This design comes from an exercise in tuning for small area, a short achievable clock period and few clock cycles on the open sky130 flow, not from production work.
Only simulation tests tie the RTL to the original design; equivalence was not proved.

Design FPTrig, start of the top module:
module FPTrig(
    input clock,
    input reset,
    input start,
    input [1:0] func,
    input [31:0] a_in,
    output reg [31:0] result,
    output reg done
    );
==> flow/config.mk <==
export PLATFORM = sky130hd
export DESIGN_NAME = FPTrig
export DESIGN_NICKNAME = FPTrig
export VERILOG_FILES = /design/flow/design.v
export SDC_FILE = /design/flow/constraint.sdc
export NUM_CORES = 4
export LEC_CHECK = 0
export ABC_AREA = 1
export CAP_MARGIN = 20
export CORE_MARGIN = 2
export CORE_UTILIZATION = 40
export SLEW_MARGIN = 20
==> flow/constraint.sdc <==
create_clock -name core_clock -period 20.0 [get_ports {clock}]
set_input_delay 4.0000 -clock core_clock [delete_from_list [all_inputs] [get_ports {clock}]]
set_output_delay 4.0000 -clock core_clock [all_outputs]
set_load 0.01 [all_outputs]
standard.sh (not shown) runs the stock make flow with config.mk's settings and CLKGATE_MAP_FILE= SYNTH_SCRIPT=/design/flow/synth_recipe.tcl, a recipe that flattens the netlist after the stock synthesis.
==> flow/flow/run.sh <==
#!/bin/bash
# The standard layout (the standard.sh, standard synthesis included) with
# a larger setup margin for the resizer's timing repair, so that it keeps
# shortening paths below the 20 ns clock. Full make output goes to flow.log.
set -euo pipefail
bash standard.sh SETUP_SLACK_MARGIN=11 finish > flow.log 2>&1
The first run finished clean.
Testbench counts at the start, summed over its fixed seeds: cycles 47,984.
Then changed:
--- a/flow/flow/run.sh
+++ b/flow/flow/run.sh
@@ -6 +6 @@
-bash standard.sh SETUP_SLACK_MARGIN=11 finish > flow.log 2>&1
+bash standard.sh SETUP_SLACK_MARGIN=8 finish > flow.log 2>&1
--- a/flow/config.mk
+++ b/flow/config.mk
@@ -11 +11 @@
-export CORE_UTILIZATION = 40
+export CORE_UTILIZATION = 30
@@ -12,0 +13 @@
+export TNS_END_PERCENT = 30
Outcome: The changed run completed without violations. Clock-buffer cell count came out lower by 1. Non-clock buffer count falls by 219. First-iteration DRC count increases by 3.7%.
Then changed:
--- a/flow/flow/run.sh
+++ b/flow/flow/run.sh
@@ -6 +6 @@
-bash standard.sh SETUP_SLACK_MARGIN=8 finish > flow.log 2>&1
+bash standard.sh SETUP_SLACK_MARGIN=9 finish > flow.log 2>&1
After rerunning: Cell area rose by a few percent. Critical path depth goes up by 10. Clock-buffer cell count came out higher by 1. Setup slack is better by 0.56 ns. Synthesized area is unchanged. Fmax is higher by a few percent.
Then changed:
--- a/flow/flow/run.sh
+++ b/flow/flow/run.sh
@@ -6 +6 @@
-bash standard.sh SETUP_SLACK_MARGIN=9 finish > flow.log 2>&1
+bash standard.sh SETUP_SLACK_MARGIN=11 finish > flow.log 2>&1
What happened: The changed run finished with timing, DRC and antenna clean. Die area does not change. Non-clock buffer count climbs by 55. Final area came out higher by 3.0%. First-iteration DRC count fell by about 2.8%. Global-route usage barely changes.
Then changed:
--- a/flow/flow/run.sh
+++ b/flow/flow/run.sh
@@ -6 +6 @@
-bash standard.sh SETUP_SLACK_MARGIN=11 finish > flow.log 2>&1
+bash standard.sh SETUP_SLACK_MARGIN=9 finish > flow.log 2>&1
--- a/flow/config.mk
+++ b/flow/config.mk
@@ -11,0 +12 @@
+export PLACE_DENSITY = 0.75
Hold slack improved by 0.0063 ns.
Routed wire length is lower by 5.5%.
Sequential cell count does not change.
Area after synthesis stays the same.
Count of clock-buffer cells in the layout does not change.
Final cell count is lower by 0.85%.
Design area is lower by about 3%.
Critical path depth is higher by 6.
Then changed:
--- a/flow/flow/run.sh
+++ b/flow/flow/run.sh
@@ -6 +6 @@
-bash standard.sh SETUP_SLACK_MARGIN=9 finish > flow.log 2>&1
+bash standard.sh SETUP_SLACK_MARGIN=11 finish > flow.log 2>&1
Global-route usage came out higher by 0.46 points.
Via count is about the same.
Flip-flop and latch count stays the same.
Synthesized area does not change.

Another version of the RTL of FPTrig (not shown whole).
Size in the first run: about 5700 cells after synthesis, ~120 flip-flops, roughly 70 I/O pins, ~37000 um2 of cells after synthesis.
clock: 20.0 ns
lec_check: 0
abc_area: 1
cap_margin: 20
core_margin: 2
core_utilization: 30
slew_margin: 20
==> flow/flow/run.sh <==
#!/bin/bash
# The standard layout (the standard.sh, standard synthesis included) with
# a larger setup margin for the resizer's timing repair, so that it keeps
# shortening paths below the 20 ns clock. Full make output goes to flow.log.
set -euo pipefail
bash standard.sh SETUP_SLACK_MARGIN=13 finish > flow.log 2>&1
The first run passed the timing, design-rule and antenna checks.
Testbench counts at the start, summed over its fixed seeds: cycles 47,984.
Edit:
--- a/flow/flow/run.sh
+++ b/flow/flow/run.sh
@@ -5,2 +5,2 @@
 set -euo pipefail
-bash standard.sh SETUP_SLACK_MARGIN=13 finish > flow.log 2>&1
+bash standard.sh SETUP_SLACK_MARGIN=11 finish > flow.log 2>&1
Routed wire length is lower slightly.
Core utilization rises by 0.11 points.
Setup slack gets better by 0.15 ns.
Clock-buffer cell count goes up by 2.
Final area stays flat.
Synthesized area does not change.
Global-route usage is lower by 0.14 points.

FPTrig with an RTL version that a note above also has.
For scale: roughly 120 flip-flops, roughly 38,000 um^2 of cells after synthesis.
export LEC_CHECK = 0
export ABC_AREA = 1
export CAP_MARGIN = 20
export CORE_MARGIN = 2
export CORE_UTILIZATION = 30
export SLEW_MARGIN = 20
export TNS_END_PERCENT = 30
create_clock -name core_clock -period 20.0 [get_ports {clock}]
==> flow/flow/run.sh <==
#!/bin/bash
# The standard layout (the standard.sh, standard synthesis included) with
# a larger setup margin for the resizer's timing repair, so that it keeps
# shortening paths below the 20 ns clock. Full make output goes to flow.log.
set -euo pipefail
bash standard.sh SETUP_SLACK_MARGIN=7 finish > flow.log 2>&1
The first run ran to the end with no violations.
Testbench counts at the start, summed over its fixed seeds: cycles 47,984.
Edit:
--- a/flow/flow/run.sh
+++ b/flow/flow/run.sh
@@ -4,3 +4,3 @@
 # shortening paths below the 20 ns clock. Full make output goes to flow.log.
 set -euo pipefail
-bash standard.sh SETUP_SLACK_MARGIN=7 finish > flow.log 2>&1
+bash standard.sh SETUP_SLACK_MARGIN=11 finish > flow.log 2>&1
- TNS_END_PERCENT: 30 -> unset
Worst setup slack improved by 1.2 ns.
Cell area increases by 13%.
Routed wire length increases by 3.3%.
Hold slack is about the same.
Area after synthesis is unchanged.
Count of clock-buffer cells in the layout increases by 11.
Final cell count increases by 3.7%.

== P ==
FPTrig, a different RTL version from the one above (not shown whole).
Size in the first run: roughly 7600 cells after synthesis, ~150 flip-flops, roughly 0.047 mm2 of cells after synthesis.
==> flow/config.mk <==
export PLATFORM = sky130hd
export DESIGN_NAME = FPTrig
export DESIGN_NICKNAME = FPTrig
export VERILOG_FILES = /design/flow/design.v
export SDC_FILE = /design/flow/constraint.sdc
export NUM_CORES = 4
export LEC_CHECK = 0
export ABC_AREA = 1
export CAP_MARGIN = 20
export CORE_MARGIN = 2
export CORE_UTILIZATION = 40
export SETUP_SLACK_MARGIN = 5
export SLEW_MARGIN = 20
==> flow/constraint.sdc <==
create_clock -name core_clock -period 20.0 [get_ports {clock}]
set_input_delay 4.0000 -clock core_clock [delete_from_list [all_inputs] [get_ports {clock}]]
set_output_delay 4.0000 -clock core_clock [all_outputs]
set_load 0.01 [all_outputs]
run.sh (not shown) runs the stock make flow with config.mk's settings and CLKGATE_MAP_FILE= SYNTH_SCRIPT=/design/flow/synth_recipe.tcl, a recipe that flattens the netlist after the stock synthesis.
Stock flow here: none of the scripts above is used.
Testbench counts of P, summed over its fixed seeds: cycles 47,984.
The inputs of Q differ from those of P as listed below.
- a deleted SETUP_SLACK_MARGIN that had been 5
==> flow/flow/run.sh (new file) <==
#!/bin/bash
# The standard layout (the standard.sh, standard synthesis included) with
# a larger setup margin for the resizer's timing repair, so that it keeps
# shortening paths below the 20 ns clock. Full make output goes to flow.log.
set -euo pipefail
bash standard.sh SETUP_SLACK_MARGIN=10 finish > flow.log 2>&1
==> flow/standard.sh (new file) <==
#!/bin/bash
# synth_recipe.tcl (not shown) runs the flow's synth.tcl, then flattens the netlist and writes it again
# the make line also repeats each setting of config.mk as NAME=value (left out here)
make -C /OpenROAD-flow-scripts/flow DESIGN_CONFIG=/design/flow/config.mk WORK_HOME=/design/flow/orfs CLKGATE_MAP_FILE= SYNTH_SCRIPT=/design/flow/synth_recipe.tcl "${@:-finish}"
removed: flow/run.sh
Findings:
Q against P: number of buffers added for setup after CTS increased by 154 relative to the old numbers, multi-input gate count has remained practically unchanged, setup slack +3.39 ns, share of layout cells above drive strength 1 saw an increase.
Post-layout minimum cycle time (lower): Q
Q against P: arrival time of data at the critical path endpoint saw a decrease, inverter count moved up.

what the ideal ports hide:
The results above use ideal ports. As a check the final layouts listed here were re-extracted and re-timed, cells and wires unchanged. Step 1 sets driving cells, clkbuf_16 on the clock port and buf_2 on the other inputs (assumed; they add their load-dependent delay and slew). Step 2 times the ports against the registers' clock, not the clock port: input delays grow and output delays shrink by t, the midpoint of the rising clock arrivals with the driver on. a / b / c = no drivers / after step 1 / after step 2; a / b = the first two.
run	shift t [ns]	slack for setup (ns)	hold WS [ns]	latest minus earliest clock arrival (ns)	pins driven straight from the clock port
the first run of note 1	0.495	8.896 / 8.896 / 8.896	0.437 / 0.437 / 0.437	0.021 / 0.020	1
the second run of note 1	0.490	8.442 / 8.442 / 8.442	0.431 / 0.431 / 0.431	0.010 / 0.010	1
the third run of note 1	0.481	9.004 / 9.004 / 9.004	0.434 / 0.434 / 0.434	0.015 / 0.014	1
the fourth run of note 1	0.479	9.026 / 9.026 / 9.026	0.435 / 0.435 / 0.435	0.016 / 0.016	1
the fifth run of note 1	0.474	8.811 / 8.811 / 8.811	0.441 / 0.441 / 0.441	0.017 / 0.018	1
the sixth run of note 1	0.482	8.742 / 8.742 / 8.742	0.436 / 0.436 / 0.436	0.019 / 0.018	1
the first run of note 2	0.491	8.393 / 8.393 / 8.393	0.446 / 0.446 / 0.446	0.008 / 0.009	1
the second run of note 2	0.488	8.546 / 8.546 / 8.546	0.453 / 0.453 / 0.453	0.016 / 0.016	1
the first run of note 3	0.496	7.712 / 7.712 / 7.712	0.431 / 0.431 / 0.431	0.012 / 0.013	1
the second run of note 3	0.480	8.893 / 8.893 / 8.893	0.433 / 0.433 / 0.433	0.012 / 0.012	1
P	0.561	6.231 / 6.231 / 6.231	0.424 / 0.424 / 0.424	0.017 / 0.017	1
Q	0.536	9.618 / 9.618 / 9.618	0.432 / 0.432 / 0.432	0.026 / 0.026	1
After both steps setup and hold are still met in every run listed.
